What follows belongs to an exercise in optimizing a design on an open flow for small area and a short achievable clock period; a production flow would make more cautious choices.
No run shown here included a check of the RTL's function; only the layout flow was run.
Power figures rest on the tool's default switching activity, not on a simulated workload.

## flow/design.v (module list and top-level ports; edited modules follow where they fit)
// module fir_filter: 941 lines
// module fir_fa: 6 lines
module fir_filter (clk, reset, x, y);
  // ...
==> flow/run.sh <==
#!/bin/bash
# synth_recipe.tcl (not shown) runs the flow's synth.tcl, then flattens the netlist and writes it again
# the make line also repeats each setting of config.mk as NAME=value (left out here)
make -C /OpenROAD-flow-scripts/flow DESIGN_CONFIG=/design/flow/config.mk WORK_HOME=/design/flow/orfs CLKGATE_MAP_FILE= SYNTH_SCRIPT=/design/flow/synth_recipe.tcl finish
==> flow/config.mk <==
export PLATFORM = sky130hd
export DESIGN_NAME = fir_filter
export DESIGN_NICKNAME = fir_filter
export VERILOG_FILES = /design/flow/design.v
export SDC_FILE = /design/flow/constraint.sdc
export NUM_CORES = 4
export LEC_CHECK = 0
export ABC_CLOCK_PERIOD_IN_PS = 2500
export CAP_MARGIN = 20
export CORE_MARGIN = 2
export CORE_UTILIZATION = 40
export CTS_BUF_LIST = sky130_fd_sc_hd__clkbuf_4 sky130_fd_sc_hd__clkbuf_8
export CTS_CLUSTER_DIAMETER = 50
export CTS_CLUSTER_SIZE = 16
export SETUP_SLACK_MARGIN = 5.0
export SLEW_MARGIN = 20
export SYNTH_HIERARCHICAL = 1
export SYNTH_MINIMUM_KEEP_SIZE = 0
==> flow/constraint.sdc <==
create_clock -name core_clock -period 8.0 [get_ports {clk}]
set_input_delay 1.6000 -clock core_clock [delete_from_list [all_inputs] [get_ports {clk}]]
set_output_delay 1.6000 -clock core_clock [all_outputs]
set_load 0.01 [all_outputs]
==> flow_metrics.py, run 1 <==
metrics = {
    "final_layout": {
        "fillers": 4374,
        "multi_input_cells": 529,
        "area_delta_synth_final_pct": 14.75,
        "nNetsFinal": 1760,
        "flops_and_latches": 407,
    },
    "yosys": {
        "synth-simple-area-share": 0.01065,
        "synth_compound_area_frac": 0.01408,
        "ys_seq_area_frac": 0.5108,
        "syn_inst": 1165,
    },
    "worst_setup_path": {
        "r2r_setup_slack_ps": 4640,
        "cpMaxStageDelayCell": "fa_1",
        "crit_path_start": "q1[3]",
        "crit_chain": "fa_1, ha_2, fa_2, nor4b_4, a31oi_4, o21ai_4, a21oi_4, fa_2, inv_1",
        "cp.depth": 9,
        "cp-end-kind": "flop",
    },
    "timing": {
        "clock_skew_ps": 25.91,
    },
    "place": {
        "placed_cell_area_um2": 21630,
    },
    "status": {
        "status": "finished clean",
    },
    "drt": {
        "avgViaCountPerCell": 4.310,
        "via_count": 8667,
    },
    "grt": {
        "grt_overflow_total": 0,
        "met2_usage": 0.2263,
    },
    "floorplan": {
        "die_x_um": 228.1,
        "rows": 82,
        "dieArea_um2": 52030,
    },
    "power_and_ir_drop": {
        "p_clk_frac": 0.174,
        "seq_power_mw": 3.03,
        "leakage_nw": 10.27,
        "comb_power_mw": 4.53,
    },
    "clock_network": {
        "clock-sinks": 407,
        "post-cts-setup-buffers": 13,
    },
    "min_path": {
        "min_path_cells": 0,
    },
}
==> inputs of run 2 (changes only) <==
==> flow/design.v (replaced) <==
module fir_filter (clk, reset, x, y);
  input clk, reset;
  input signed [31:0] x;
  output signed [31:0] y;
  reg [31:0] h0, h1, h2, h3, h4, h5, h6, h7;
  reg [31:0] r0;
  reg [31:0] r1;
  reg [31:0] q0;
  reg [31:0] q1;
  reg [31:0] y_reg;
  wire rs1, rc2;
  fir_fa u_rs1 (.a(h3[0]), .b(~h2[0]), .c(~h4[0]), .s(rs1), .co(rc2));
  wire rs3, rc4;
  fir_fa u_rs3 (.a(h3[0]), .b(h3[1]), .c(h5[0]), .s(rs3), .co(rc4));
  wire rs5, rc6;
  fir_fa u_rs5 (.a(~h2[1]), .b(~h4[1]), .c(~h6[1]), .s(rs5), .co(rc6));
  wire rs7, rc8;
  fir_fa u_rs7 (.a(rc2), .b(rs3), .c(rs5), .s(rs7), .co(rc8));
  wire rs9, rc10;
  fir_fa u_rs9 (.a(h3[1]), .b(h3[2]), .c(h5[1]), .s(rs9), .co(rc10));
  wire rs11, rc12;
  fir_fa u_rs11 (.a(h7[0]), .b(~h2[0]), .c(~h2[2]), .s(rs11), .co(rc12));
  wire rs13, rc14;
  fir_fa u_rs13 (.a(~h4[2]), .b(~h6[2]), .c(rc4), .s(rs13), .co(rc14));
  wire rs15, rc16;
  fir_fa u_rs15 (.a(rc6), .b(rs9), .c(rs11), .s(rs15), .co(rc16));
  wire rs17, rc18;
  fir_fa u_rs17 (.a(rs13), .b(rc8), .c(rs15), .s(rs17), .co(rc18));
  wire rs19, rc20;
  fir_fa u_rs19 (.a(h3[2]), .b(h3[3]), .c(h4[0]), .s(rs19), .co(rc20));
  wire rs21, rc22;
  fir_fa u_rs21 (.a(h5[2]), .b(h7[1]), .c(~h2[1]), .s(rs21), .co(rc22));
  wire rs23, rc24;
  fir_fa u_rs23 (.a(~h2[3]), .b(~h4[3]), .c(~h6[3]), .s(rs23), .co(rc24));
  wire rs25, rc26;
  fir_fa u_rs25 (.a(rc10), .b(rc12), .c(rs19), .s(rs25), .co(rc26));
  wire rs27, rc28;
  fir_fa u_rs27 (.a(rs21), .b(rs23), .c(rc14), .s(rs27), .co(rc28));
  wire rs29, rc30;
  fir_fa u_rs29 (.a(rc16), .b(rs25), .c(rs27), .s(rs29), .co(rc30));
  wire rs31, rc32;
  fir_fa u_rs31 (.a(h3[3]), .b(h3[4]), .c(h4[1]), .s(rs31), .co(rc32));
  wire rs33, rc34;
  fir_fa u_rs33 (.a(h5[3]), .b(h7[2]), .c(~h2[2]), .s(rs33), .co(rc34));
  wire rs35, rc36;
  fir_fa u_rs35 (.a(~h2[4]), .b(~h4[4]), .c(~h6[4]), .s(rs35), .co(rc36));
  wire rs37, rc38;
  fir_fa u_rs37 (.a(rc20), .b(rc22), .c(rc24), .s(rs37), .co(rc38));
  wire rs39, rc40;
  fir_fa u_rs39 (.a(rs31), .b(rs33), .c(rs35), .s(rs39), .co(rc40));
  wire rs41, rc42;
  fir_fa u_rs41 (.a(rc26), .b(rs37), .c(rs39), .s(rs41), .co(rc42));
  wire rs43, rc44;
  fir_fa u_rs43 (.a(rc28), .b(rs41), .c(rc30), .s(rs43), .co(rc44));
  wire rs45, rc46;
  fir_fa u_rs45 (.a(h3[4]), .b(h3[5]), .c(h4[2]), .s(rs45), .co(rc46));
  wire rs47, rc48;
  fir_fa u_rs47 (.a(h5[4]), .b(h7[3]), .c(~h2[3]), .s(rs47), .co(rc48));
  wire rs49, rc50;
  fir_fa u_rs49 (.a(~h2[5]), .b(~h4[5]), .c(~h6[5]), .s(rs49), .co(rc50));
  wire rs51, rc52;
  fir_fa u_rs51 (.a(rc32), .b(rc34), .c(rc36), .s(rs51), .co(rc52));
  wire rs53, rc54;
  fir_fa u_rs53 (.a(rs45), .b(rs47), .c(rs49), .s(rs53), .co(rc54));
  wire rs55, rc56;
  fir_fa u_rs55 (.a(rc38), .b(rc40), .c(rs51), .s(rs55), .co(rc56));
  wire rs57, rc58;
  fir_fa u_rs57 (.a(rs53), .b(rc42), .c(rs55), .s(rs57), .co(rc58));
  wire rs59, rc60;
  fir_fa u_rs59 (.a(h3[5]), .b(h3[6]), .c(h4[3]), .s(rs59), .co(rc60));
  wire rs61, rc62;
  fir_fa u_rs61 (.a(h5[5]), .b(h7[4]), .c(~h2[4]), .s(rs61), .co(rc62));
  wire rs63, rc64;
  fir_fa u_rs63 (.a(~h2[6]), .b(~h4[6]), .c(~h6[6]), .s(rs63), .co(rc64));
  wire rs65, rc66;
  fir_fa u_rs65 (.a(rc46), .b(rc48), .c(rc50), .s(rs65), .co(rc66));
  wire rs67, rc68;
  fir_fa u_rs67 (.a(rs59), .b(rs61), .c(rs63), .s(rs67), .co(rc68));
  wire rs69, rc70;
  fir_fa u_rs69 (.a(rc52), .b(rc54), .c(rs65), .s(rs69), .co(rc70));
  wire rs71, rc72;
  fir_fa u_rs71 (.a(rs67), .b(rc56), .c(rs69), .s(rs71), .co(rc72));
  wire rs73, rc74;
  fir_fa u_rs73 (.a(h3[6]), .b(h3[7]), .c(h4[4]), .s(rs73), .co(rc74));
  wire rs75, rc76;
  fir_fa u_rs75 (.a(h5[6]), .b(h7[5]), .c(~h2[5]), .s(rs75), .co(rc76));
  wire rs77, rc78;
  fir_fa u_rs77 (.a(~h2[7]), .b(~h4[7]), .c(~h6[7]), .s(rs77), .co(rc78));
  wire rs79, rc80;
  fir_fa u_rs79 (.a(rc60), .b(rc62), .c(rc64), .s(rs79), .co(rc80));
  wire rs81, rc82;
  fir_fa u_rs81 (.a(rs73), .b(rs75), .c(rs77), .s(rs81), .co(rc82));
  wire rs83, rc84;
  fir_fa u_rs83 (.a(rc66), .b(rc68), .c(rs79), .s(rs83), .co(rc84));
  wire rs85, rc86;
  fir_fa u_rs85 (.a(rs81), .b(rc70), .c(rs83), .s(rs85), .co(rc86));
  wire rs87, rc88;
  fir_fa u_rs87 (.a(h3[7]), .b(h3[8]), .c(h4[5]), .s(rs87), .co(rc88));
  wire rs89, rc90;
  fir_fa u_rs89 (.a(h5[7]), .b(h7[6]), .c(~h2[6]), .s(rs89), .co(rc90));
  wire rs91, rc92;
  fir_fa u_rs91 (.a(~h2[8]), .b(~h4[8]), .c(~h6[8]), .s(rs91), .co(rc92));
  wire rs93, rc94;
  fir_fa u_rs93 (.a(rc74), .b(rc76), .c(rc78), .s(rs93), .co(rc94));
  wire rs95, rc96;
  fir_fa u_rs95 (.a(rs87), .b(rs89), .c(rs91), .s(rs95), .co(rc96));
  wire rs97, rc98;
  fir_fa u_rs97 (.a(rc80), .b(rc82), .c(rs93), .s(rs97), .co(rc98));
  wire rs99, rc100;
  fir_fa u_rs99 (.a(rs95), .b(rc84), .c(rs97), .s(rs99), .co(rc100));
  wire rs101, rc102;
  fir_fa u_rs101 (.a(h3[8]), .b(h3[9]), .c(h4[6]), .s(rs101), .co(rc102));
  wire rs103, rc104;
  fir_fa u_rs103 (.a(h5[8]), .b(h7[7]), .c(~h2[7]), .s(rs103), .co(rc104));
  wire rs105, rc106;
  fir_fa u_rs105 (.a(~h2[9]), .b(~h4[9]), .c(~h6[9]), .s(rs105), .co(rc106));
  wire rs107, rc108;
  fir_fa u_rs107 (.a(rc88), .b(rc90), .c(rc92), .s(rs107), .co(rc108));
  wire rs109, rc110;
  fir_fa u_rs109 (.a(rs101), .b(rs103), .c(rs105), .s(rs109), .co(rc110));
  wire rs111, rc112;
  fir_fa u_rs111 (.a(rc94), .b(rc96), .c(rs107), .s(rs111), .co(rc112));
  wire rs113, rc114;
  fir_fa u_rs113 (.a(rs109), .b(rc98), .c(rs111), .s(rs113), .co(rc114));
  wire rs115, rc116;
  fir_fa u_rs115 (.a(h3[9]), .b(h3[10]), .c(h4[7]), .s(rs115), .co(rc116));
  wire rs117, rc118;
  fir_fa u_rs117 (.a(h5[9]), .b(h7[8]), .c(~h2[8]), .s(rs117), .co(rc118));
  wire rs119, rc120;
  fir_fa u_rs119 (.a(~h2[10]), .b(~h4[10]), .c(~h6[10]), .s(rs119), .co(rc120));
  wire rs121, rc122;
  fir_fa u_rs121 (.a(rc102), .b(rc104), .c(rc106), .s(rs121), .co(rc122));
  wire rs123, rc124;
  fir_fa u_rs123 (.a(rs115), .b(rs117), .c(rs119), .s(rs123), .co(rc124));
  wire rs125, rc126;
  fir_fa u_rs125 (.a(rc108), .b(rc110), .c(rs121), .s(rs125), .co(rc126));
  wire rs127, rc128;
  fir_fa u_rs127 (.a(rs123), .b(rc112), .c(rs125), .s(rs127), .co(rc128));
  wire rs129, rc130;
  fir_fa u_rs129 (.a(h3[10]), .b(h3[11]), .c(h4[8]), .s(rs129), .co(rc130));
  wire rs131, rc132;
  fir_fa u_rs131 (.a(h5[10]), .b(h7[9]), .c(~h2[9]), .s(rs131), .co(rc132));
  wire rs133, rc134;
  fir_fa u_rs133 (.a(~h2[11]), .b(~h4[11]), .c(~h6[11]), .s(rs133), .co(rc134));
  wire rs135, rc136;
  fir_fa u_rs135 (.a(rc116), .b(rc118), .c(rc120), .s(rs135), .co(rc136));
  wire rs137, rc138;
  fir_fa u_rs137 (.a(rs129), .b(rs131), .c(rs133), .s(rs137), .co(rc138));
  wire rs139, rc140;
  fir_fa u_rs139 (.a(rc122), .b(rc124), .c(rs135), .s(rs139), .co(rc140));
  wire rs141, rc142;
  fir_fa u_rs141 (.a(rs137), .b(rc126), .c(rs139), .s(rs141), .co(rc142));
  wire rs143, rc144;
  fir_fa u_rs143 (.a(h3[11]), .b(h3[12]), .c(h4[9]), .s(rs143), .co(rc144));
  wire rs145, rc146;
  fir_fa u_rs145 (.a(h5[11]), .b(h7[10]), .c(~h2[10]), .s(rs145), .co(rc146));
  wire rs147, rc148;
  fir_fa u_rs147 (.a(~h2[12]), .b(~h4[12]), .c(~h6[12]), .s(rs147), .co(rc148));
  wire rs149, rc150;
  fir_fa u_rs149 (.a(rc130), .b(rc132), .c(rc134), .s(rs149), .co(rc150));
  wire rs151, rc152;
  fir_fa u_rs151 (.a(rs143), .b(rs145), .c(rs147), .s(rs151), .co(rc152));
  wire rs153, rc154;
  fir_fa u_rs153 (.a(rc136), .b(rc138), .c(rs149), .s(rs153), .co(rc154));
  wire rs155, rc156;
  fir_fa u_rs155 (.a(rs151), .b(rc140), .c(rs153), .s(rs155), .co(rc156));
  wire rs157, rc158;
  fir_fa u_rs157 (.a(h3[12]), .b(h3[13]), .c(h4[10]), .s(rs157), .co(rc158));
  wire rs159, rc160;
  fir_fa u_rs159 (.a(h5[12]), .b(h7[11]), .c(~h2[11]), .s(rs159), .co(rc160));
  wire rs161, rc162;
  fir_fa u_rs161 (.a(~h2[13]), .b(~h4[13]), .c(~h6[13]), .s(rs161), .co(rc162));
  wire rs163, rc164;
  fir_fa u_rs163 (.a(rc144), .b(rc146), .c(rc148), .s(rs163), .co(rc164));
  wire rs165, rc166;
  fir_fa u_rs165 (.a(rs157), .b(rs159), .c(rs161), .s(rs165), .co(rc166));
  wire rs167, rc168;
  fir_fa u_rs167 (.a(rc150), .b(rc152), .c(rs163), .s(rs167), .co(rc168));
  wire rs169, rc170;
  fir_fa u_rs169 (.a(rs165), .b(rc154), .c(rs167), .s(rs169), .co(rc170));
  wire rs171, rc172;
  fir_fa u_rs171 (.a(h3[13]), .b(h3[14]), .c(h4[11]), .s(rs171), .co(rc172));
  wire rs173, rc174;
  fir_fa u_rs173 (.a(h5[13]), .b(h7[12]), .c(~h2[12]), .s(rs173), .co(rc174));
  wire rs175, rc176;
  fir_fa u_rs175 (.a(~h2[14]), .b(~h4[14]), .c(~h6[14]), .s(rs175), .co(rc176));
  wire rs177, rc178;
  fir_fa u_rs177 (.a(rc158), .b(rc160), .c(rc162), .s(rs177), .co(rc178));
  wire rs179, rc180;
  fir_fa u_rs179 (.a(rs171), .b(rs173), .c(rs175), .s(rs179), .co(rc180));
  wire rs181, rc182;
  fir_fa u_rs181 (.a(rc164), .b(rc166), .c(rs177), .s(rs181), .co(rc182));
  wire rs183, rc184;
  fir_fa u_rs183 (.a(rs179), .b(rc168), .c(rs181), .s(rs183), .co(rc184));
  wire rs185, rc186;
  fir_fa u_rs185 (.a(h3[14]), .b(h3[15]), .c(h4[12]), .s(rs185), .co(rc186));
  wire rs187, rc188;
  fir_fa u_rs187 (.a(h5[14]), .b(h7[13]), .c(~h2[13]), .s(rs187), .co(rc188));
  wire rs189, rc190;
  fir_fa u_rs189 (.a(~h2[15]), .b(~h4[15]), .c(~h6[15]), .s(rs189), .co(rc190));
  wire rs191, rc192;
  fir_fa u_rs191 (.a(rc172), .b(rc174), .c(rc176), .s(rs191), .co(rc192));
  wire rs193, rc194;
  fir_fa u_rs193 (.a(rs185), .b(rs187), .c(rs189), .s(rs193), .co(rc194));
  wire rs195, rc196;
  fir_fa u_rs195 (.a(rc178), .b(rc180), .c(rs191), .s(rs195), .co(rc196));
  wire rs197, rc198;
  fir_fa u_rs197 (.a(rs193), .b(rc182), .c(rs195), .s(rs197), .co(rc198));
  wire rs199, rc200;
  fir_fa u_rs199 (.a(h3[15]), .b(h3[16]), .c(h4[13]), .s(rs199), .co(rc200));
  wire rs201, rc202;
  fir_fa u_rs201 (.a(h5[15]), .b(h7[14]), .c(~h2[14]), .s(rs201), .co(rc202));
  wire rs203, rc204;
  fir_fa u_rs203 (.a(~h2[16]), .b(~h4[16]), .c(~h6[16]), .s(rs203), .co(rc204));
  wire rs205, rc206;
  fir_fa u_rs205 (.a(rc186), .b(rc188), .c(rc190), .s(rs205), .co(rc206));
  wire rs207, rc208;
  fir_fa u_rs207 (.a(rs199), .b(rs201), .c(rs203), .s(rs207), .co(rc208));
  wire rs209, rc210;
  fir_fa u_rs209 (.a(rc192), .b(rc194), .c(rs205), .s(rs209), .co(rc210));
  wire rs211, rc212;
  fir_fa u_rs211 (.a(rs207), .b(rc196), .c(rs209), .s(rs211), .co(rc212));
  wire rs213, rc214;
  fir_fa u_rs213 (.a(h3[16]), .b(h3[17]), .c(h4[14]), .s(rs213), .co(rc214));
  wire rs215, rc216;
  fir_fa u_rs215 (.a(h5[16]), .b(h7[15]), .c(~h2[15]), .s(rs215), .co(rc216));
  wire rs217, rc218;
  fir_fa u_rs217 (.a(~h2[17]), .b(~h4[17]), .c(~h6[17]), .s(rs217), .co(rc218));
  wire rs219, rc220;
  fir_fa u_rs219 (.a(rc200), .b(rc202), .c(rc204), .s(rs219), .co(rc220));
  wire rs221, rc222;
  fir_fa u_rs221 (.a(rs213), .b(rs215), .c(rs217), .s(rs221), .co(rc222));
  wire rs223, rc224;
  fir_fa u_rs223 (.a(rc206), .b(rc208), .c(rs219), .s(rs223), .co(rc224));
  wire rs225, rc226;
  fir_fa u_rs225 (.a(rs221), .b(rc210), .c(rs223), .s(rs225), .co(rc226));
  wire rs227, rc228;
  fir_fa u_rs227 (.a(h3[17]), .b(h3[18]), .c(h4[15]), .s(rs227), .co(rc228));
  wire rs229, rc230;
  fir_fa u_rs229 (.a(h5[17]), .b(h7[16]), .c(~h2[16]), .s(rs229), .co(rc230));
  wire rs231, rc232;
  fir_fa u_rs231 (.a(~h2[18]), .b(~h4[18]), .c(~h6[18]), .s(rs231), .co(rc232));
  wire rs233, rc234;
  fir_fa u_rs233 (.a(rc214), .b(rc216), .c(rc218), .s(rs233), .co(rc234));
  wire rs235, rc236;
  fir_fa u_rs235 (.a(rs227), .b(rs229), .c(rs231), .s(rs235), .co(rc236));
  wire rs237, rc238;
  fir_fa u_rs237 (.a(rc220), .b(rc222), .c(rs233), .s(rs237), .co(rc238));
  wire rs239, rc240;
  fir_fa u_rs239 (.a(rs235), .b(rc224), .c(rs237), .s(rs239), .co(rc240));
  wire rs241, rc242;
  fir_fa u_rs241 (.a(h3[18]), .b(h3[19]), .c(h4[16]), .s(rs241), .co(rc242));
  wire rs243, rc244;
  fir_fa u_rs243 (.a(h5[18]), .b(h7[17]), .c(~h2[17]), .s(rs243), .co(rc244));
  wire rs245, rc246;
  fir_fa u_rs245 (.a(~h2[19]), .b(~h4[19]), .c(~h6[19]), .s(rs245), .co(rc246));
  wire rs247, rc248;
  fir_fa u_rs247 (.a(rc228), .b(rc230), .c(rc232), .s(rs247), .co(rc248));
  wire rs249, rc250;
  fir_fa u_rs249 (.a(rs241), .b(rs243), .c(rs245), .s(rs249), .co(rc250));
  wire rs251, rc252;
  fir_fa u_rs251 (.a(rc234), .b(rc236), .c(rs247), .s(rs251), .co(rc252));
  wire rs253, rc254;
  fir_fa u_rs253 (.a(rs249), .b(rc238), .c(rs251), .s(rs253), .co(rc254));
  wire rs255, rc256;
  fir_fa u_rs255 (.a(h3[19]), .b(h3[20]), .c(h4[17]), .s(rs255), .co(rc256));
  wire rs257, rc258;
  fir_fa u_rs257 (.a(h5[19]), .b(h7[18]), .c(~h2[18]), .s(rs257), .co(rc258));
  wire rs259, rc260;
  fir_fa u_rs259 (.a(~h2[20]), .b(~h4[20]), .c(~h6[20]), .s(rs259), .co(rc260));
  wire rs261, rc262;
  fir_fa u_rs261 (.a(rc242), .b(rc244), .c(rc246), .s(rs261), .co(rc262));
  wire rs263, rc264;
  fir_fa u_rs263 (.a(rs255), .b(rs257), .c(rs259), .s(rs263), .co(rc264));
  wire rs265, rc266;
  fir_fa u_rs265 (.a(rc248), .b(rc250), .c(rs261), .s(rs265), .co(rc266));
  wire rs267, rc268;
  fir_fa u_rs267 (.a(rs263), .b(rc252), .c(rs265), .s(rs267), .co(rc268));
  wire rs269, rc270;
  fir_fa u_rs269 (.a(h3[20]), .b(h3[21]), .c(h4[18]), .s(rs269), .co(rc270));
  wire rs271, rc272;
  fir_fa u_rs271 (.a(h5[20]), .b(h7[19]), .c(~h2[19]), .s(rs271), .co(rc272));
  wire rs273, rc274;
  fir_fa u_rs273 (.a(~h2[21]), .b(~h4[21]), .c(~h6[21]), .s(rs273), .co(rc274));
  wire rs275, rc276;
  fir_fa u_rs275 (.a(rc256), .b(rc258), .c(rc260), .s(rs275), .co(rc276));
  wire rs277, rc278;
  fir_fa u_rs277 (.a(rs269), .b(rs271), .c(rs273), .s(rs277), .co(rc278));
  wire rs279, rc280;
  fir_fa u_rs279 (.a(rc262), .b(rc264), .c(rs275), .s(rs279), .co(rc280));
  wire rs281, rc282;
  fir_fa u_rs281 (.a(rs277), .b(rc266), .c(rs279), .s(rs281), .co(rc282));
  wire rs283, rc284;
  fir_fa u_rs283 (.a(h3[21]), .b(h3[22]), .c(h4[19]), .s(rs283), .co(rc284));
  wire rs285, rc286;
  fir_fa u_rs285 (.a(h5[21]), .b(h7[20]), .c(~h2[20]), .s(rs285), .co(rc286));
  wire rs287, rc288;
  fir_fa u_rs287 (.a(~h2[22]), .b(~h4[22]), .c(~h6[22]), .s(rs287), .co(rc288));
  wire rs289, rc290;
  fir_fa u_rs289 (.a(rc270), .b(rc272), .c(rc274), .s(rs289), .co(rc290));
  wire rs291, rc292;
  fir_fa u_rs291 (.a(rs283), .b(rs285), .c(rs287), .s(rs291), .co(rc292));
  wire rs293, rc294;
  fir_fa u_rs293 (.a(rc276), .b(rc278), .c(rs289), .s(rs293), .co(rc294));
  wire rs295, rc296;
  fir_fa u_rs295 (.a(rs291), .b(rc280), .c(rs293), .s(rs295), .co(rc296));
  wire rs297, rc298;
  fir_fa u_rs297 (.a(h3[22]), .b(h3[23]), .c(h4[20]), .s(rs297), .co(rc298));
  wire rs299, rc300;
  fir_fa u_rs299 (.a(h5[22]), .b(h7[21]), .c(~h2[21]), .s(rs299), .co(rc300));
  wire rs301, rc302;
  fir_fa u_rs301 (.a(~h2[23]), .b(~h4[23]), .c(~h6[23]), .s(rs301), .co(rc302));
  wire rs303, rc304;
  fir_fa u_rs303 (.a(rc284), .b(rc286), .c(rc288), .s(rs303), .co(rc304));
  wire rs305, rc306;
  fir_fa u_rs305 (.a(rs297), .b(rs299), .c(rs301), .s(rs305), .co(rc306));
  wire rs307, rc308;
  fir_fa u_rs307 (.a(rc290), .b(rc292), .c(rs303), .s(rs307), .co(rc308));
  wire rs309, rc310;
  fir_fa u_rs309 (.a(rs305), .b(rc294), .c(rs307), .s(rs309), .co(rc310));
  wire rs311, rc312;
  fir_fa u_rs311 (.a(h3[23]), .b(h3[24]), .c(h4[21]), .s(rs311), .co(rc312));
  wire rs313, rc314;
  fir_fa u_rs313 (.a(h5[23]), .b(h7[22]), .c(~h2[22]), .s(rs313), .co(rc314));
  wire rs315, rc316;
  fir_fa u_rs315 (.a(~h2[24]), .b(~h4[24]), .c(~h6[24]), .s(rs315), .co(rc316));
  wire rs317, rc318;
  fir_fa u_rs317 (.a(rc298), .b(rc300), .c(rc302), .s(rs317), .co(rc318));
  wire rs319, rc320;
  fir_fa u_rs319 (.a(rs311), .b(rs313), .c(rs315), .s(rs319), .co(rc320));
  wire rs321, rc322;
  fir_fa u_rs321 (.a(rc304), .b(rc306), .c(rs317), .s(rs321), .co(rc322));
  wire rs323, rc324;
  fir_fa u_rs323 (.a(rs319), .b(rc308), .c(rs321), .s(rs323), .co(rc324));
  wire rs325, rc326;
  fir_fa u_rs325 (.a(h3[24]), .b(h3[25]), .c(h4[22]), .s(rs325), .co(rc326));
  wire rs327, rc328;
  fir_fa u_rs327 (.a(h5[24]), .b(h7[23]), .c(~h2[23]), .s(rs327), .co(rc328));
  wire rs329, rc330;
  fir_fa u_rs329 (.a(~h2[25]), .b(~h4[25]), .c(~h6[25]), .s(rs329), .co(rc330));
  wire rs331, rc332;
  fir_fa u_rs331 (.a(rc312), .b(rc314), .c(rc316), .s(rs331), .co(rc332));
  wire rs333, rc334;
  fir_fa u_rs333 (.a(rs325), .b(rs327), .c(rs329), .s(rs333), .co(rc334));
  wire rs335, rc336;
  fir_fa u_rs335 (.a(rc318), .b(rc320), .c(rs331), .s(rs335), .co(rc336));
  wire rs337, rc338;
  fir_fa u_rs337 (.a(rs333), .b(rc322), .c(rs335), .s(rs337), .co(rc338));
  wire rs339, rc340;
  fir_fa u_rs339 (.a(h3[25]), .b(h3[26]), .c(h4[23]), .s(rs339), .co(rc340));
  wire rs341, rc342;
  fir_fa u_rs341 (.a(h5[25]), .b(h7[24]), .c(~h2[24]), .s(rs341), .co(rc342));
  wire rs343, rc344;
  fir_fa u_rs343 (.a(~h2[26]), .b(~h4[26]), .c(~h6[26]), .s(rs343), .co(rc344));
  wire rs345, rc346;
  fir_fa u_rs345 (.a(rc326), .b(rc328), .c(rc330), .s(rs345), .co(rc346));
  wire rs347, rc348;
  fir_fa u_rs347 (.a(rs339), .b(rs341), .c(rs343), .s(rs347), .co(rc348));
  wire rs349, rc350;
  fir_fa u_rs349 (.a(rc332), .b(rc334), .c(rs345), .s(rs349), .co(rc350));
  wire rs351, rc352;
  fir_fa u_rs351 (.a(rs347), .b(rc336), .c(rs349), .s(rs351), .co(rc352));
  wire rs353, rc354;
  fir_fa u_rs353 (.a(h3[26]), .b(h3[27]), .c(h4[24]), .s(rs353), .co(rc354));
  wire rs355, rc356;
  fir_fa u_rs355 (.a(h5[26]), .b(h7[25]), .c(~h2[25]), .s(rs355), .co(rc356));
  wire rs357, rc358;
  fir_fa u_rs357 (.a(~h2[27]), .b(~h4[27]), .c(~h6[27]), .s(rs357), .co(rc358));
  wire rs359, rc360;
  fir_fa u_rs359 (.a(rc340), .b(rc342), .c(rc344), .s(rs359), .co(rc360));
  wire rs361, rc362;
  fir_fa u_rs361 (.a(rs353), .b(rs355), .c(rs357), .s(rs361), .co(rc362));
  wire rs363, rc364;
  fir_fa u_rs363 (.a(rc346), .b(rc348), .c(rs359), .s(rs363), .co(rc364));
  wire rs365, rc366;
  fir_fa u_rs365 (.a(rs361), .b(rc350), .c(rs363), .s(rs365), .co(rc366));
  wire rs367, rc368;
  fir_fa u_rs367 (.a(h3[27]), .b(h3[28]), .c(h4[25]), .s(rs367), .co(rc368));
  wire rs369, rc370;
  fir_fa u_rs369 (.a(h5[27]), .b(h7[26]), .c(~h2[26]), .s(rs369), .co(rc370));
  wire rs371, rc372;
  fir_fa u_rs371 (.a(~h2[28]), .b(~h4[28]), .c(~h6[28]), .s(rs371), .co(rc372));
  wire rs373, rc374;
  fir_fa u_rs373 (.a(rc354), .b(rc356), .c(rc358), .s(rs373), .co(rc374));
  wire rs375, rc376;
  fir_fa u_rs375 (.a(rs367), .b(rs369), .c(rs371), .s(rs375), .co(rc376));
  wire rs377, rc378;
  fir_fa u_rs377 (.a(rc360), .b(rc362), .c(rs373), .s(rs377), .co(rc378));
  wire rs379, rc380;
  fir_fa u_rs379 (.a(rs375), .b(rc364), .c(rs377), .s(rs379), .co(rc380));
  wire rs381, rc382;
  fir_fa u_rs381 (.a(h3[28]), .b(h3[29]), .c(h4[26]), .s(rs381), .co(rc382));
  wire rs383, rc384;
  fir_fa u_rs383 (.a(h5[28]), .b(h7[27]), .c(~h2[27]), .s(rs383), .co(rc384));
  wire rs385, rc386;
  fir_fa u_rs385 (.a(~h2[29]), .b(~h4[29]), .c(~h6[29]), .s(rs385), .co(rc386));
  wire rs387, rc388;
  fir_fa u_rs387 (.a(rc368), .b(rc370), .c(rc372), .s(rs387), .co(rc388));
  wire rs389, rc390;
  fir_fa u_rs389 (.a(rs381), .b(rs383), .c(rs385), .s(rs389), .co(rc390));
  wire rs391, rc392;
  fir_fa u_rs391 (.a(rc374), .b(rc376), .c(rs387), .s(rs391), .co(rc392));
  wire rs393, rc394;
  fir_fa u_rs393 (.a(rs389), .b(rc378), .c(rs391), .s(rs393), .co(rc394));
  wire rs395, rc396;
  fir_fa u_rs395 (.a(h3[29]), .b(h3[30]), .c(h4[27]), .s(rs395), .co(rc396));
  wire rs397, rc398;
  fir_fa u_rs397 (.a(h5[29]), .b(h7[28]), .c(~h2[28]), .s(rs397), .co(rc398));
  wire rs399, rc400;
  fir_fa u_rs399 (.a(~h2[30]), .b(~h4[30]), .c(~h6[30]), .s(rs399), .co(rc400));
  wire rs401, rc402;
  fir_fa u_rs401 (.a(rc382), .b(rc384), .c(rc386), .s(rs401), .co(rc402));
  wire rs403, rc404;
  fir_fa u_rs403 (.a(rs395), .b(rs397), .c(rs399), .s(rs403), .co(rc404));
  wire rs405, rc406;
  fir_fa u_rs405 (.a(rc388), .b(rc390), .c(rs401), .s(rs405), .co(rc406));
  wire rs407, rc408;
  fir_fa u_rs407 (.a(rs403), .b(rc392), .c(rs405), .s(rs407), .co(rc408));
  wire rs409, rc410;
  fir_fa u_rs409 (.a(h3[30]), .b(h3[31]), .c(h4[28]), .s(rs409), .co(rc410));
  wire rs411, rc412;
  fir_fa u_rs411 (.a(h5[30]), .b(h7[29]), .c(~h2[29]), .s(rs411), .co(rc412));
  wire rs413, rc414;
  fir_fa u_rs413 (.a(~h2[31]), .b(~h4[31]), .c(~h6[31]), .s(rs413), .co(rc414));
  wire rs415, rc416;
  fir_fa u_rs415 (.a(rc396), .b(rc398), .c(rc400), .s(rs415), .co(rc416));
  wire rs417, rc418;
  fir_fa u_rs417 (.a(rs409), .b(rs411), .c(rs413), .s(rs417), .co(rc418));
  wire rs419, rc420;
  fir_fa u_rs419 (.a(rc402), .b(rc404), .c(rs415), .s(rs419), .co(rc420));
  wire rs421, rc422;
  fir_fa u_rs421 (.a(rs417), .b(rc406), .c(rs419), .s(rs421), .co(rc422));
  wire qs423, qc424;
  fir_fa u_qs423 (.a(r0[0]), .b(r1[0]), .c(~x[0]), .s(qs423), .co(qc424));
  wire qs425, qc426;
  fir_fa u_qs425 (.a(h1[0]), .b(r0[1]), .c(~h2[0]), .s(qs425), .co(qc426));
  wire qs427, qc428;
  fir_fa u_qs427 (.a(qs425), .b(~x[1]), .c(qc424), .s(qs427), .co(qc428));
  wire qs429, qc430;
  fir_fa u_qs429 (.a(h0[0]), .b(h1[0]), .c(h1[1]), .s(qs429), .co(qc430));
  wire qs431, qc432;
  fir_fa u_qs431 (.a(r0[2]), .b(~h2[1]), .c(qc426), .s(qs431), .co(qc432));
  wire qs433, qc434;
  fir_fa u_qs433 (.a(qs429), .b(~x[2]), .c(qs431), .s(qs433), .co(qc434));
  wire qs435, qc436;
  fir_fa u_qs435 (.a(h0[1]), .b(h1[1]), .c(h1[2]), .s(qs435), .co(qc436));
  wire qs437, qc438;
  fir_fa u_qs437 (.a(r0[3]), .b(r1[3]), .c(~h2[2]), .s(qs437), .co(qc438));
  wire qs439, qc440;
  fir_fa u_qs439 (.a(qc430), .b(qs435), .c(qs437), .s(qs439), .co(qc440));
  wire qs441, qc442;
  fir_fa u_qs441 (.a(qc432), .b(~x[3]), .c(qs439), .s(qs441), .co(qc442));
  wire qs443, qc444;
  fir_fa u_qs443 (.a(h0[2]), .b(h1[2]), .c(h1[3]), .s(qs443), .co(qc444));
  wire qs445, qc446;
  fir_fa u_qs445 (.a(r0[4]), .b(~h2[3]), .c(qc436), .s(qs445), .co(qc446));
  wire qs447, qc448;
  fir_fa u_qs447 (.a(qc438), .b(qs443), .c(qs445), .s(qs447), .co(qc448));
  wire qs449, qc450;
  fir_fa u_qs449 (.a(~x[4]), .b(qc440), .c(qs447), .s(qs449), .co(qc450));
  wire qs451, qc452;
  fir_fa u_qs451 (.a(h0[3]), .b(h1[3]), .c(h1[4]), .s(qs451), .co(qc452));
  wire qs453, qc454;
  fir_fa u_qs453 (.a(r0[5]), .b(r1[5]), .c(~h2[4]), .s(qs453), .co(qc454));
  wire qs455, qc456;
  fir_fa u_qs455 (.a(qc444), .b(qs451), .c(qs453), .s(qs455), .co(qc456));
  wire qs457, qc458;
  fir_fa u_qs457 (.a(qc446), .b(~x[5]), .c(qs455), .s(qs457), .co(qc458));
  wire qs459, qc460;
  fir_fa u_qs459 (.a(qc448), .b(qs457), .c(qc450), .s(qs459), .co(qc460));
  wire qs461, qc462;
  fir_fa u_qs461 (.a(h0[4]), .b(h1[4]), .c(h1[5]), .s(qs461), .co(qc462));
  wire qs463, qc464;
  fir_fa u_qs463 (.a(r0[6]), .b(r1[6]), .c(~h2[5]), .s(qs463), .co(qc464));
  wire qs465, qc466;
  fir_fa u_qs465 (.a(qc452), .b(qc454), .c(qs461), .s(qs465), .co(qc466));
  wire qs467, qc468;
  fir_fa u_qs467 (.a(qs463), .b(~x[6]), .c(qc456), .s(qs467), .co(qc468));
  wire qs469, qc470;
  fir_fa u_qs469 (.a(qs465), .b(qc458), .c(qs467), .s(qs469), .co(qc470));
  wire qs471, qc472;
  fir_fa u_qs471 (.a(h0[5]), .b(h1[5]), .c(h1[6]), .s(qs471), .co(qc472));
  wire qs473, qc474;
  fir_fa u_qs473 (.a(r0[7]), .b(r1[7]), .c(~h2[6]), .s(qs473), .co(qc474));
  wire qs475, qc476;
  fir_fa u_qs475 (.a(qc462), .b(qc464), .c(qs471), .s(qs475), .co(qc476));
  wire qs477, qc478;
  fir_fa u_qs477 (.a(qs473), .b(qc466), .c(~x[7]), .s(qs477), .co(qc478));
  wire qs479, qc480;
  fir_fa u_qs479 (.a(qs475), .b(qc468), .c(qs477), .s(qs479), .co(qc480));
  wire qs481, qc482;
  fir_fa u_qs481 (.a(h0[6]), .b(h1[6]), .c(h1[7]), .s(qs481), .co(qc482));
  wire qs483, qc484;
  fir_fa u_qs483 (.a(r0[8]), .b(r1[8]), .c(~h2[7]), .s(qs483), .co(qc484));
  wire qs485, qc486;
  fir_fa u_qs485 (.a(qc472), .b(qc474), .c(qs481), .s(qs485), .co(qc486));
  wire qs487, qc488;
  fir_fa u_qs487 (.a(qs483), .b(qc476), .c(~x[8]), .s(qs487), .co(qc488));
  wire qs489, qc490;
  fir_fa u_qs489 (.a(qs485), .b(qc478), .c(qs487), .s(qs489), .co(qc490));
  wire qs491, qc492;
  fir_fa u_qs491 (.a(h0[7]), .b(h1[7]), .c(h1[8]), .s(qs491), .co(qc492));
  wire qs493, qc494;
  fir_fa u_qs493 (.a(r0[9]), .b(r1[9]), .c(~h2[8]), .s(qs493), .co(qc494));
  wire qs495, qc496;
  fir_fa u_qs495 (.a(qc482), .b(qc484), .c(qs491), .s(qs495), .co(qc496));
  wire qs497, qc498;
  fir_fa u_qs497 (.a(qs493), .b(qc486), .c(~x[9]), .s(qs497), .co(qc498));
  wire qs499, qc500;
  fir_fa u_qs499 (.a(qs495), .b(qc488), .c(qs497), .s(qs499), .co(qc500));
  wire qs501, qc502;
  fir_fa u_qs501 (.a(h0[8]), .b(h1[8]), .c(h1[9]), .s(qs501), .co(qc502));
  wire qs503, qc504;
  fir_fa u_qs503 (.a(r0[10]), .b(r1[10]), .c(~h2[9]), .s(qs503), .co(qc504));
  wire qs505, qc506;
  fir_fa u_qs505 (.a(qc492), .b(qc494), .c(qs501), .s(qs505), .co(qc506));
  wire qs507, qc508;
  fir_fa u_qs507 (.a(qs503), .b(qc496), .c(~x[10]), .s(qs507), .co(qc508));
  wire qs509, qc510;
  fir_fa u_qs509 (.a(qs505), .b(qc498), .c(qs507), .s(qs509), .co(qc510));
  wire qs511, qc512;
  fir_fa u_qs511 (.a(h0[9]), .b(h1[9]), .c(h1[10]), .s(qs511), .co(qc512));
  wire qs513, qc514;
  fir_fa u_qs513 (.a(r0[11]), .b(r1[11]), .c(~h2[10]), .s(qs513), .co(qc514));
  wire qs515, qc516;
  fir_fa u_qs515 (.a(qc502), .b(qc504), .c(qs511), .s(qs515), .co(qc516));
  wire qs517, qc518;
  fir_fa u_qs517 (.a(qs513), .b(qc506), .c(~x[11]), .s(qs517), .co(qc518));
  wire qs519, qc520;
  fir_fa u_qs519 (.a(qs515), .b(qc508), .c(qs517), .s(qs519), .co(qc520));
  wire qs521, qc522;
  fir_fa u_qs521 (.a(h0[10]), .b(h1[10]), .c(h1[11]), .s(qs521), .co(qc522));
  wire qs523, qc524;
  fir_fa u_qs523 (.a(r0[12]), .b(r1[12]), .c(~h2[11]), .s(qs523), .co(qc524));
  wire qs525, qc526;
  fir_fa u_qs525 (.a(qc512), .b(qc514), .c(qs521), .s(qs525), .co(qc526));
  wire qs527, qc528;
  fir_fa u_qs527 (.a(qs523), .b(qc516), .c(~x[12]), .s(qs527), .co(qc528));
  wire qs529, qc530;
  fir_fa u_qs529 (.a(qs525), .b(qc518), .c(qs527), .s(qs529), .co(qc530));
  wire qs531, qc532;
  fir_fa u_qs531 (.a(h0[11]), .b(h1[11]), .c(h1[12]), .s(qs531), .co(qc532));
  wire qs533, qc534;
  fir_fa u_qs533 (.a(r0[13]), .b(r1[13]), .c(~h2[12]), .s(qs533), .co(qc534));
  wire qs535, qc536;
  fir_fa u_qs535 (.a(qc522), .b(qc524), .c(qs531), .s(qs535), .co(qc536));
  wire qs537, qc538;
  fir_fa u_qs537 (.a(qs533), .b(qc526), .c(~x[13]), .s(qs537), .co(qc538));
  wire qs539, qc540;
  fir_fa u_qs539 (.a(qs535), .b(qc528), .c(qs537), .s(qs539), .co(qc540));
  wire qs541, qc542;
  fir_fa u_qs541 (.a(h0[12]), .b(h1[12]), .c(h1[13]), .s(qs541), .co(qc542));
  wire qs543, qc544;
  fir_fa u_qs543 (.a(r0[14]), .b(r1[14]), .c(~h2[13]), .s(qs543), .co(qc544));
  wire qs545, qc546;
  fir_fa u_qs545 (.a(qc532), .b(qc534), .c(qs541), .s(qs545), .co(qc546));
  wire qs547, qc548;
  fir_fa u_qs547 (.a(qs543), .b(qc536), .c(~x[14]), .s(qs547), .co(qc548));
  wire qs549, qc550;
  fir_fa u_qs549 (.a(qs545), .b(qc538), .c(qs547), .s(qs549), .co(qc550));
  wire qs551, qc552;
  fir_fa u_qs551 (.a(h0[13]), .b(h1[13]), .c(h1[14]), .s(qs551), .co(qc552));
  wire qs553, qc554;
  fir_fa u_qs553 (.a(r0[15]), .b(r1[15]), .c(~h2[14]), .s(qs553), .co(qc554));
  wire qs555, qc556;
  fir_fa u_qs555 (.a(qc542), .b(qc544), .c(qs551), .s(qs555), .co(qc556));
  wire qs557, qc558;
  fir_fa u_qs557 (.a(qs553), .b(qc546), .c(~x[15]), .s(qs557), .co(qc558));
  wire qs559, qc560;
  fir_fa u_qs559 (.a(qs555), .b(qc548), .c(qs557), .s(qs559), .co(qc560));
  wire qs561, qc562;
  fir_fa u_qs561 (.a(h0[14]), .b(h1[14]), .c(h1[15]), .s(qs561), .co(qc562));
  wire qs563, qc564;
  fir_fa u_qs563 (.a(r0[16]), .b(r1[16]), .c(~h2[15]), .s(qs563), .co(qc564));
  wire qs565, qc566;
  fir_fa u_qs565 (.a(qc552), .b(qc554), .c(qs561), .s(qs565), .co(qc566));
  wire qs567, qc568;
  fir_fa u_qs567 (.a(qs563), .b(qc556), .c(~x[16]), .s(qs567), .co(qc568));
  wire qs569, qc570;
  fir_fa u_qs569 (.a(qs565), .b(qc558), .c(qs567), .s(qs569), .co(qc570));
  wire qs571, qc572;
  fir_fa u_qs571 (.a(h0[15]), .b(h1[15]), .c(h1[16]), .s(qs571), .co(qc572));
  wire qs573, qc574;
  fir_fa u_qs573 (.a(r0[17]), .b(r1[17]), .c(~h2[16]), .s(qs573), .co(qc574));
  wire qs575, qc576;
  fir_fa u_qs575 (.a(qc562), .b(qc564), .c(qs571), .s(qs575), .co(qc576));
  wire qs577, qc578;
  fir_fa u_qs577 (.a(qs573), .b(qc566), .c(~x[17]), .s(qs577), .co(qc578));
  wire qs579, qc580;
  fir_fa u_qs579 (.a(qs575), .b(qc568), .c(qs577), .s(qs579), .co(qc580));
  wire qs581, qc582;
  fir_fa u_qs581 (.a(h0[16]), .b(h1[16]), .c(h1[17]), .s(qs581), .co(qc582));
  wire qs583, qc584;
  fir_fa u_qs583 (.a(r0[18]), .b(r1[18]), .c(~h2[17]), .s(qs583), .co(qc584));
  wire qs585, qc586;
  fir_fa u_qs585 (.a(qc572), .b(qc574), .c(qs581), .s(qs585), .co(qc586));
  wire qs587, qc588;
  fir_fa u_qs587 (.a(qs583), .b(qc576), .c(~x[18]), .s(qs587), .co(qc588));
  wire qs589, qc590;
  fir_fa u_qs589 (.a(qs585), .b(qc578), .c(qs587), .s(qs589), .co(qc590));
  wire qs591, qc592;
  fir_fa u_qs591 (.a(h0[17]), .b(h1[17]), .c(h1[18]), .s(qs591), .co(qc592));
  wire qs593, qc594;
  fir_fa u_qs593 (.a(r0[19]), .b(r1[19]), .c(~h2[18]), .s(qs593), .co(qc594));
  wire qs595, qc596;
  fir_fa u_qs595 (.a(qc582), .b(qc584), .c(qs591), .s(qs595), .co(qc596));
  wire qs597, qc598;
  fir_fa u_qs597 (.a(qs593), .b(qc586), .c(~x[19]), .s(qs597), .co(qc598));
  wire qs599, qc600;
  fir_fa u_qs599 (.a(qs595), .b(qc588), .c(qs597), .s(qs599), .co(qc600));
  wire qs601, qc602;
  fir_fa u_qs601 (.a(h0[18]), .b(h1[18]), .c(h1[19]), .s(qs601), .co(qc602));
  wire qs603, qc604;
  fir_fa u_qs603 (.a(r0[20]), .b(r1[20]), .c(~h2[19]), .s(qs603), .co(qc604));
  wire qs605, qc606;
  fir_fa u_qs605 (.a(qc592), .b(qc594), .c(qs601), .s(qs605), .co(qc606));
  wire qs607, qc608;
  fir_fa u_qs607 (.a(qs603), .b(qc596), .c(~x[20]), .s(qs607), .co(qc608));
  wire qs609, qc610;
  fir_fa u_qs609 (.a(qs605), .b(qc598), .c(qs607), .s(qs609), .co(qc610));
  wire qs611, qc612;
  fir_fa u_qs611 (.a(h0[19]), .b(h1[19]), .c(h1[20]), .s(qs611), .co(qc612));
  wire qs613, qc614;
  fir_fa u_qs613 (.a(r0[21]), .b(r1[21]), .c(~h2[20]), .s(qs613), .co(qc614));
  wire qs615, qc616;
  fir_fa u_qs615 (.a(qc602), .b(qc604), .c(qs611), .s(qs615), .co(qc616));
  wire qs617, qc618;
  fir_fa u_qs617 (.a(qs613), .b(qc606), .c(~x[21]), .s(qs617), .co(qc618));
  wire qs619, qc620;
  fir_fa u_qs619 (.a(qs615), .b(qc608), .c(qs617), .s(qs619), .co(qc620));
  wire qs621, qc622;
  fir_fa u_qs621 (.a(h0[20]), .b(h1[20]), .c(h1[21]), .s(qs621), .co(qc622));
  wire qs623, qc624;
  fir_fa u_qs623 (.a(r0[22]), .b(r1[22]), .c(~h2[21]), .s(qs623), .co(qc624));
  wire qs625, qc626;
  fir_fa u_qs625 (.a(qc612), .b(qc614), .c(qs621), .s(qs625), .co(qc626));
  wire qs627, qc628;
  fir_fa u_qs627 (.a(qs623), .b(qc616), .c(~x[22]), .s(qs627), .co(qc628));
  wire qs629, qc630;
  fir_fa u_qs629 (.a(qs625), .b(qc618), .c(qs627), .s(qs629), .co(qc630));
  wire qs631, qc632;
  fir_fa u_qs631 (.a(h0[21]), .b(h1[21]), .c(h1[22]), .s(qs631), .co(qc632));
  wire qs633, qc634;
  fir_fa u_qs633 (.a(r0[23]), .b(r1[23]), .c(~h2[22]), .s(qs633), .co(qc634));
  wire qs635, qc636;
  fir_fa u_qs635 (.a(qc622), .b(qc624), .c(qs631), .s(qs635), .co(qc636));
  wire qs637, qc638;
  fir_fa u_qs637 (.a(qs633), .b(qc626), .c(~x[23]), .s(qs637), .co(qc638));
  wire qs639, qc640;
  fir_fa u_qs639 (.a(qs635), .b(qc628), .c(qs637), .s(qs639), .co(qc640));
  wire qs641, qc642;
  fir_fa u_qs641 (.a(h0[22]), .b(h1[22]), .c(h1[23]), .s(qs641), .co(qc642));
  wire qs643, qc644;
  fir_fa u_qs643 (.a(r0[24]), .b(r1[24]), .c(~h2[23]), .s(qs643), .co(qc644));
  wire qs645, qc646;
  fir_fa u_qs645 (.a(qc632), .b(qc634), .c(qs641), .s(qs645), .co(qc646));
  wire qs647, qc648;
  fir_fa u_qs647 (.a(qs643), .b(qc636), .c(~x[24]), .s(qs647), .co(qc648));
  wire qs649, qc650;
  fir_fa u_qs649 (.a(qs645), .b(qc638), .c(qs647), .s(qs649), .co(qc650));
  wire qs651, qc652;
  fir_fa u_qs651 (.a(h0[23]), .b(h1[23]), .c(h1[24]), .s(qs651), .co(qc652));
  wire qs653, qc654;
  fir_fa u_qs653 (.a(r0[25]), .b(r1[25]), .c(~h2[24]), .s(qs653), .co(qc654));
  wire qs655, qc656;
  fir_fa u_qs655 (.a(qc642), .b(qc644), .c(qs651), .s(qs655), .co(qc656));
  wire qs657, qc658;
  fir_fa u_qs657 (.a(qs653), .b(qc646), .c(~x[25]), .s(qs657), .co(qc658));
  wire qs659, qc660;
  fir_fa u_qs659 (.a(qs655), .b(qc648), .c(qs657), .s(qs659), .co(qc660));
  wire qs661, qc662;
  fir_fa u_qs661 (.a(h0[24]), .b(h1[24]), .c(h1[25]), .s(qs661), .co(qc662));
  wire qs663, qc664;
  fir_fa u_qs663 (.a(r0[26]), .b(r1[26]), .c(~h2[25]), .s(qs663), .co(qc664));
  wire qs665, qc666;
  fir_fa u_qs665 (.a(qc652), .b(qc654), .c(qs661), .s(qs665), .co(qc666));
  wire qs667, qc668;
  fir_fa u_qs667 (.a(qs663), .b(qc656), .c(~x[26]), .s(qs667), .co(qc668));
  wire qs669, qc670;
  fir_fa u_qs669 (.a(qs665), .b(qc658), .c(qs667), .s(qs669), .co(qc670));
  wire qs671, qc672;
  fir_fa u_qs671 (.a(h0[25]), .b(h1[25]), .c(h1[26]), .s(qs671), .co(qc672));
  wire qs673, qc674;
  fir_fa u_qs673 (.a(r0[27]), .b(r1[27]), .c(~h2[26]), .s(qs673), .co(qc674));
  wire qs675, qc676;
  fir_fa u_qs675 (.a(qc662), .b(qc664), .c(qs671), .s(qs675), .co(qc676));
  wire qs677, qc678;
  fir_fa u_qs677 (.a(qs673), .b(qc666), .c(~x[27]), .s(qs677), .co(qc678));
  wire qs679, qc680;
  fir_fa u_qs679 (.a(qs675), .b(qc668), .c(qs677), .s(qs679), .co(qc680));
  wire qs681, qc682;
  fir_fa u_qs681 (.a(h0[26]), .b(h1[26]), .c(h1[27]), .s(qs681), .co(qc682));
  wire qs683, qc684;
  fir_fa u_qs683 (.a(r0[28]), .b(r1[28]), .c(~h2[27]), .s(qs683), .co(qc684));
  wire qs685, qc686;
  fir_fa u_qs685 (.a(qc672), .b(qc674), .c(qs681), .s(qs685), .co(qc686));
  wire qs687, qc688;
  fir_fa u_qs687 (.a(qs683), .b(qc676), .c(~x[28]), .s(qs687), .co(qc688));
  wire qs689, qc690;
  fir_fa u_qs689 (.a(qs685), .b(qc678), .c(qs687), .s(qs689), .co(qc690));
  wire qs691, qc692;
  fir_fa u_qs691 (.a(h0[27]), .b(h1[27]), .c(h1[28]), .s(qs691), .co(qc692));
  wire qs693, qc694;
  fir_fa u_qs693 (.a(r0[29]), .b(r1[29]), .c(~h2[28]), .s(qs693), .co(qc694));
  wire qs695, qc696;
  fir_fa u_qs695 (.a(qc682), .b(qc684), .c(qs691), .s(qs695), .co(qc696));
  wire qs697, qc698;
  fir_fa u_qs697 (.a(qs693), .b(qc686), .c(~x[29]), .s(qs697), .co(qc698));
  wire qs699, qc700;
  fir_fa u_qs699 (.a(qs695), .b(qc688), .c(qs697), .s(qs699), .co(qc700));
  wire qs701, qc702;
  fir_fa u_qs701 (.a(h0[28]), .b(h1[28]), .c(h1[29]), .s(qs701), .co(qc702));
  wire qs703, qc704;
  fir_fa u_qs703 (.a(r0[30]), .b(r1[30]), .c(~h2[29]), .s(qs703), .co(qc704));
  wire qs705, qc706;
  fir_fa u_qs705 (.a(qc692), .b(qc694), .c(qs701), .s(qs705), .co(qc706));
  wire qs707, qc708;
  fir_fa u_qs707 (.a(qs703), .b(qc696), .c(~x[30]), .s(qs707), .co(qc708));
  wire qs709, qc710;
  fir_fa u_qs709 (.a(qs705), .b(qc698), .c(qs707), .s(qs709), .co(qc710));
  wire qs711, qc712;
  fir_fa u_qs711 (.a(h0[29]), .b(h1[29]), .c(h1[30]), .s(qs711), .co(qc712));
  wire qs713, qc714;
  fir_fa u_qs713 (.a(r0[31]), .b(r1[31]), .c(~h2[30]), .s(qs713), .co(qc714));
  wire qs715, qc716;
  fir_fa u_qs715 (.a(qc702), .b(qc704), .c(qs711), .s(qs715), .co(qc716));
  wire qs717, qc718;
  fir_fa u_qs717 (.a(qs713), .b(qc706), .c(~x[31]), .s(qs717), .co(qc718));
  wire qs719, qc720;
  fir_fa u_qs719 (.a(qs715), .b(qc708), .c(qs717), .s(qs719), .co(qc720));
  wire ys721 = ~(q0[2] ^ q1[2]);
  wire yc722 = q0[2] | q1[2];
  wire ys723 = ~(q0[3] ^ q1[3]);
  wire yc724 = q0[3] | q1[3];
  wire ys725, yc726;
  fir_fa u_ys725 (.a(~h0[2]), .b(yc722), .c(ys723), .s(ys725), .co(yc726));
  wire ys727, yc728;
  fir_fa u_ys727 (.a(q0[4]), .b(q1[4]), .c(~h0[3]), .s(ys727), .co(yc728));
  wire ys729, yc730;
  fir_fa u_ys729 (.a(yc724), .b(ys727), .c(yc726), .s(ys729), .co(yc730));
  wire ys731, yc732;
  fir_fa u_ys731 (.a(q0[5]), .b(~h0[4]), .c(yc728), .s(ys731), .co(yc732));
  wire ys733, yc734;
  fir_fa u_ys733 (.a(q0[6]), .b(q1[6]), .c(~h0[5]), .s(ys733), .co(yc734));
  wire ys735, yc736;
  fir_fa u_ys735 (.a(q0[7]), .b(q1[7]), .c(~h0[6]), .s(ys735), .co(yc736));
  wire ys737, yc738;
  fir_fa u_ys737 (.a(q0[8]), .b(q1[8]), .c(~h0[7]), .s(ys737), .co(yc738));
  wire ys739, yc740;
  fir_fa u_ys739 (.a(q0[9]), .b(q1[9]), .c(~h0[8]), .s(ys739), .co(yc740));
  wire ys741, yc742;
  fir_fa u_ys741 (.a(q0[10]), .b(q1[10]), .c(~h0[9]), .s(ys741), .co(yc742));
  wire ys743, yc744;
  fir_fa u_ys743 (.a(q0[11]), .b(q1[11]), .c(~h0[10]), .s(ys743), .co(yc744));
  wire ys745, yc746;
  fir_fa u_ys745 (.a(q0[12]), .b(q1[12]), .c(~h0[11]), .s(ys745), .co(yc746));
  wire ys747, yc748;
  fir_fa u_ys747 (.a(q0[13]), .b(q1[13]), .c(~h0[12]), .s(ys747), .co(yc748));
  wire ys749, yc750;
  fir_fa u_ys749 (.a(q0[14]), .b(q1[14]), .c(~h0[13]), .s(ys749), .co(yc750));
  wire ys751, yc752;
  fir_fa u_ys751 (.a(q0[15]), .b(q1[15]), .c(~h0[14]), .s(ys751), .co(yc752));
  wire ys753, yc754;
  fir_fa u_ys753 (.a(q0[16]), .b(q1[16]), .c(~h0[15]), .s(ys753), .co(yc754));
  wire ys755, yc756;
  fir_fa u_ys755 (.a(q0[17]), .b(q1[17]), .c(~h0[16]), .s(ys755), .co(yc756));
  wire ys757, yc758;
  fir_fa u_ys757 (.a(q0[18]), .b(q1[18]), .c(~h0[17]), .s(ys757), .co(yc758));
  wire ys759, yc760;
  fir_fa u_ys759 (.a(q0[19]), .b(q1[19]), .c(~h0[18]), .s(ys759), .co(yc760));
  wire ys761, yc762;
  fir_fa u_ys761 (.a(q0[20]), .b(q1[20]), .c(~h0[19]), .s(ys761), .co(yc762));
  wire ys763, yc764;
  fir_fa u_ys763 (.a(q0[21]), .b(q1[21]), .c(~h0[20]), .s(ys763), .co(yc764));
  wire ys765, yc766;
  fir_fa u_ys765 (.a(q0[22]), .b(q1[22]), .c(~h0[21]), .s(ys765), .co(yc766));
  wire ys767, yc768;
  fir_fa u_ys767 (.a(q0[23]), .b(q1[23]), .c(~h0[22]), .s(ys767), .co(yc768));
  wire ys769, yc770;
  fir_fa u_ys769 (.a(q0[24]), .b(q1[24]), .c(~h0[23]), .s(ys769), .co(yc770));
  wire ys771, yc772;
  fir_fa u_ys771 (.a(q0[25]), .b(q1[25]), .c(~h0[24]), .s(ys771), .co(yc772));
  wire ys773, yc774;
  fir_fa u_ys773 (.a(q0[26]), .b(q1[26]), .c(~h0[25]), .s(ys773), .co(yc774));
  wire ys775, yc776;
  fir_fa u_ys775 (.a(q0[27]), .b(q1[27]), .c(~h0[26]), .s(ys775), .co(yc776));
  wire ys777, yc778;
  fir_fa u_ys777 (.a(q0[28]), .b(q1[28]), .c(~h0[27]), .s(ys777), .co(yc778));
  wire ys779, yc780;
  fir_fa u_ys779 (.a(q0[29]), .b(q1[29]), .c(~h0[28]), .s(ys779), .co(yc780));
  wire ys781, yc782;
  fir_fa u_ys781 (.a(q0[30]), .b(q1[30]), .c(~h0[29]), .s(ys781), .co(yc782));
  wire ys783, yc784;
  fir_fa u_ys783 (.a(q0[31]), .b(q1[31]), .c(~h0[30]), .s(ys783), .co(yc784));
  wire [31:0] r0_d = {rc408, rc394, rc380, rc366, rc352, rc338, rc324, rc310, rc296, rc282, rc268, rc254, rc240, rc226, rc212, rc198, rc184, rc170, rc156, rc142, rc128, rc114, rc100, rc86, rc72, rc58, rc44, rs43, rc18, rs17, rs7, ~h6[0]};
  wire [31:0] r1_d = {rs421, rs407, rs393, rs379, rs365, rs351, rs337, rs323, rs309, rs295, rs281, rs267, rs253, rs239, rs225, rs211, rs197, rs183, rs169, rs155, rs141, rs127, rs113, rs99, rs85, rs71, rs57, 1'b0, rs29, 1'b0, 1'b0, rs1};
  wire [31:0] q0_d = {qc710, qc700, qc690, qc680, qc670, qc660, qc650, qc640, qc630, qc620, qc610, qc600, qc590, qc580, qc570, qc560, qc550, qc540, qc530, qc520, qc510, qc500, qc490, qc480, qc470, qc460, qs459, qc442, qc434, qc428, qs427, qs423};
  wire [31:0] q1_d = {qs719, qs709, qs699, qs689, qs679, qs669, qs659, qs649, qs639, qs629, qs619, qs609, qs599, qs589, qs579, qs569, qs559, qs549, qs539, qs529, qs519, qs509, qs499, qs489, qs479, qs469, 1'b0, qs449, qs441, qs433, 1'b0, 1'b0};
  wire [31:0] ya = {yc782, yc780, yc778, yc776, yc774, yc772, yc770, yc768, yc766, yc764, yc762, yc760, yc758, yc756, yc754, yc752, yc750, yc748, yc746, yc744, yc742, yc740, yc738, yc736, yc734, yc732, yc730, ys729, ys725, ~h0[1], ~h0[0], q0[0]};
  wire [31:0] yb = {ys783, ys781, ys779, ys777, ys775, ys773, ys771, ys769, ys767, ys765, ys763, ys761, ys759, ys757, ys755, ys753, ys751, ys749, ys747, ys745, ys743, ys741, ys739, ys737, ys735, ys733, ys731, 1'b0, 1'b0, ys721, q0[1], 1'b0};
  wire [31:0] y_d = ya + yb;
  always @(posedge clk or posedge reset) begin
    if (reset) begin
      h0 <= 32'd0; h1 <= 32'd0; h2 <= 32'd0; h3 <= 32'd0; h4 <= 32'd0; h5 <= 32'd0; h6 <= 32'd0; h7 <= 32'd0;
      r0 <= 32'h00000039;
      r1 <= 32'hffffffc0;
      q0 <= 32'hffffffae;
      q1 <= 32'h00000048;
      y_reg <= 32'd0;
    end else begin
      h0 <= x; h1 <= h0; h2 <= h1; h3 <= h2; h4 <= h3; h5 <= h4; h6 <= h5; h7 <= h6;
      r0 <= r0_d;
      r1 <= r1_d;
      q0 <= q0_d;
      q1 <= q1_d;
      y_reg <= y_d;
    end
  end
  assign y = y_reg;
endmodule
module fir_fa (a, b, c, s, co);
  input a, b, c;
  output s, co;
  assign s = a ^ b ^ c;
  assign co = (a & b) | (a & c) | (b & c);
endmodule
==> flow_metrics.py, run 2 <==
metrics = {
    "final_layout": {
        "diodes": 0,
        "final_cell_mix": "389 x fa_1, 347 x dfrtp_1, 172 x inv_1",
        "fin_area_um2": 23340,
        "area_delta_synth_final_pct": 13.38,
        "nNetsFinal": 1787,
        "drive_above_1_share": 0.1505,
        "fillers": 4518,
        "final_common_cell": "fa_1",
    },
    "place": {
        "port_buffers": 65,
        "placed_cell_area_um2": 22040,
        "globalplace.congestion": 0.8080,
        "hpwl_um": 27680,
    },
    "worst_setup_path": {
        "cp_data_required_time_ps": 8510,
        "crit_chain": "inv_2, ha_4, inv_2, fa_2, fa_2, ha_4, nand2_2, o211a_4, o211ai_4, nand3_2, buf_6, a21o_1, o311a_1",
        "crit_arrival_ps": 3710,
        "crit_path_end": "y_reg[23]",
        "start_kind": "flop",
        "rr_endpoint": "y_reg[23]",
        "cp-end-kind": "flop",
        "rr_startpoint": "q1[3]",
        "ff2ff_path_depth": 13,
        "cpMaxStageDelayCell": "dfstp_2",
        "r2r_setup_slack_ps": 4800,
        "critPathKind": "flop to flop",
        "crit_path_start": "q1[3]",
        "path_max_fanout": 6,
        "crit_path_max_incr_delay_ps": 530,
    },
    "floorplan": {
        "start_util": 0.4030,
        "core_um2": 51090,
        "rows": 83,
        "dieArea_um2": 53310,
        "die_x_um": 230.9,
        "fp.dieH_um": 230.9,
        "ios": 66,
    },
    "yosys": {
        "synth_top_area_share": 0.4217,
        "syn_avg_cell_area_um2": 16.89,
        "netlist_area_um2": 20590,
        "yosysWarnings": 7,
        "synth_area_leaders": "dfrtp_1 42%, fa_1 38%, dfstp_2 7.8%",
        "async_flop_share": 1.000,
        "synth_edf_count": 0,
        "ys_ff_latch": 408,
        "yosysMostFrequentCell": "fa_1",
        "syn_nets": 1674,
        "ys.flop_type": "dfrtp_1",
        "ys_seq_area_frac": 0.4996,
        "ys_top_cells_by_count": "391 x fa_1, 347 x dfrtp_1, 176 x inv_1, 61 x dfstp_2, 31 x a21oi_1",
        "yosys.area.top_type": "dfrtp_1",
        "ys_types": 62,
        "syn_inst": 1219,
    },
    "min_path": {
        "hold_class": "flop to flop",
    },
    "timing": {
        "clock_skew_ps": 41.23,
        "relSlewSlack": 0.3525,
        "setup_violations": 0,
        "max_freq_mhz": 312.5,
        "rsz0062_at_grt": "true",
        "fin_crit_sh": 0.4000,
        "layout_min_cycle_time_ps": 3200,
        "hold_ws_ps": 358.5,
        "worst_pin_slew_ps": 971.2,
        "fin_setup_tns_ps": 0,
        "drv_slew": 0,
        "hold_viol": 0,
    },
    "grt": {
        "grt_pass1_vias": 11370,
        "grt_usage": 0.1491,
        "grt_pass1_wl_um": 60950,
        "antenna_found_initial": 0,
        "grt_max_degree": 177,
        "grt_overflow_total": 0,
    },
    "job": {
        "maxCapViolCount": 0,
    },
    "clock_network": {
        "clock-sinks": 408,
        "insertion_delay_ps": 640,
        "path_clk_slew_ps": 90,
        "cts_tree": "built",
        "root_buffer": "clkbuf_8",
        "h-tree-depth": 2,
        "numCtsBuffers": 45,
        "clock_path_buffers": 3,
    },
    "drt": {
        "wl_um": 35940,
        "drc": 0,
        "ant_nets": 0,
        "avgViaCountPerCell": 4.524,
        "post_drt_wl_per_cell_um": 17.54,
        "via_count": 9270,
        "first_iter_violations": 532,
        "firstDrtPassIters": 4,
    },
    "power_and_ir_drop": {
        "leakage_nw": 10.12,
        "vdd_drop_max_uv": 180.8,
        "totalPowerFinal_mw": 9.931,
        "powerDensity_nw_per_um2": 425.4,
    },
    "status": {
        "status": "finished clean",
    },
}
## run 2: layer usage
metal,vias up,GRT usage,wire (um)
li1,3966,-,-
met1,5131,0.2120,16180
met2,126,0.2399,17880
met3,47,0.02372,1172
met4,0,0.04315,703
met5,-,0,0
## run 2: final cells by class
| cell class | count | area [um2] | area share |
|---|---|---|---|
| sequential | 408 | 10290 | 0.4406 |
| clock buffer | 59 | 755.7 | 0.03237 |
| tap | 680 | 850.8 | 0.03645 |
| timing repair buffer | 79 | 770.7 | 0.03302 |
| clock inverter | 25 | 314.1 | 0.01345 |
| multi-input combinational | 622 | 9703 | 0.4156 |
| inverter | 176 | 664.4 | 0.02846 |
## run 2: stage by stage
step / cells / setup WS [ps] / util
2_1_floorplan: 1219 / 952.1 / -
3_3_place_gp: 1955 / 4052 / 0.4313
3_5_place_dp: 1955 / 4005 / 0.4313
4_1_cts: 2044 / 4720 / 0.4555
5_1_grt: 2049 / 4720 / 0.4569
6_report: 2049 / 4800 / 0.4569
## run 2: modules after synthesis (local to each module, per instance)
module,cells,area [um2],flops+latches,times used
fir_filter,829,12780,408,1
fir_fa,1,20.02,0,390
## run 2: timing repair
item                                    4_1_cts  5_1_grt
buffers inserted                              5        5
endpoints found under the hold margin         0        0
pin swaps                                    25       13
resized for setup                            75       12
hold buffers                                  0        0
endpoints found under the setup margin      132       98
## run 2: kinds of logic after synthesis
family | Yosys count | share of synthesized area
flip-flops | 408 | 0.4996
multiplexers | 1 | 0.0004862
buffers and inverters | 189 | 0.03774
AO/OA/AOI/OAI | 95 | 0.03245
XOR/XNOR | 24 | 0.01021
AND/OR/NAND/NOR | 81 | 0.02115
adder cells (fa/ha/maj) | 421 | 0.3984
## run 2: worst min-delay path by stage
| stage | from | endpoint | slack (ps) | cells past startpoint |
|---|---|---|---|---|
| 6_report | h0[31] | h1[31] | 360 | 0 |
| 4_1_cts | h0[31] | h1[31] | 360 | 0 |
| 3_3_place_gp | h0[31] | h1[31] | 330 | 0 |
| 5_1_grt | h0[31] | h1[31] | 370 | 0 |
| 3_5_place_dp | h0[31] | h1[31] | 330 | 0 |
| 2_1_floorplan | h0[31] | h1[31] | 330 | 0 |
## run 2: report_power, final
part,switching (mW),internal [mW],total (mW),leakage (nW)
clock network,0.793,0.809,1.60,0.534
logic,2.89,2.40,5.28,4.90
registers,0.284,2.76,3.04,4.68
## run 2: worst max-delay path: cells and delay by family (launching register included)
family | cells | cell delay (ps)
simple gates | 2 | 200
fa+ha+maj | 4 | 1240
flops | 1 | 530
compound gates | 4 | 850
buf+inv | 3 | 230

## separate check: timing with driven ports
Ports are ideal in the flow. The routed layouts listed here were re-timed in OpenROAD. Step 1 assumes that a clkbuf_16 drives the clock port and a buf_2 every other input. Step 2, shift: input delay + t, output delay - t, t = (earliest + latest rising clock arrival at the registers) / 2. This alone moves slack from input paths to output paths. a / b / c = ideal / step 1 / step 2; a / b = the first two.
| run | shift t [ns] | setup WS [ns] | hold WS [ns] | worst data-port slew with drivers (ns) | pins driven straight from the clock port |
|---|---|---|---|---|---|
| run 1 | 0.676 | 4.640 / 4.640 / 4.505 | 0.357 / 0.357 / 0.357 | 0.05 | 1 |
| run 2 | 0.673 | 4.800 / 4.800 / 4.665 | 0.359 / 0.359 / 0.359 | 0.04 | 1 |
After both steps every run listed still meets setup and hold. The worst setup slack also covers recovery checks on asynchronous resets.
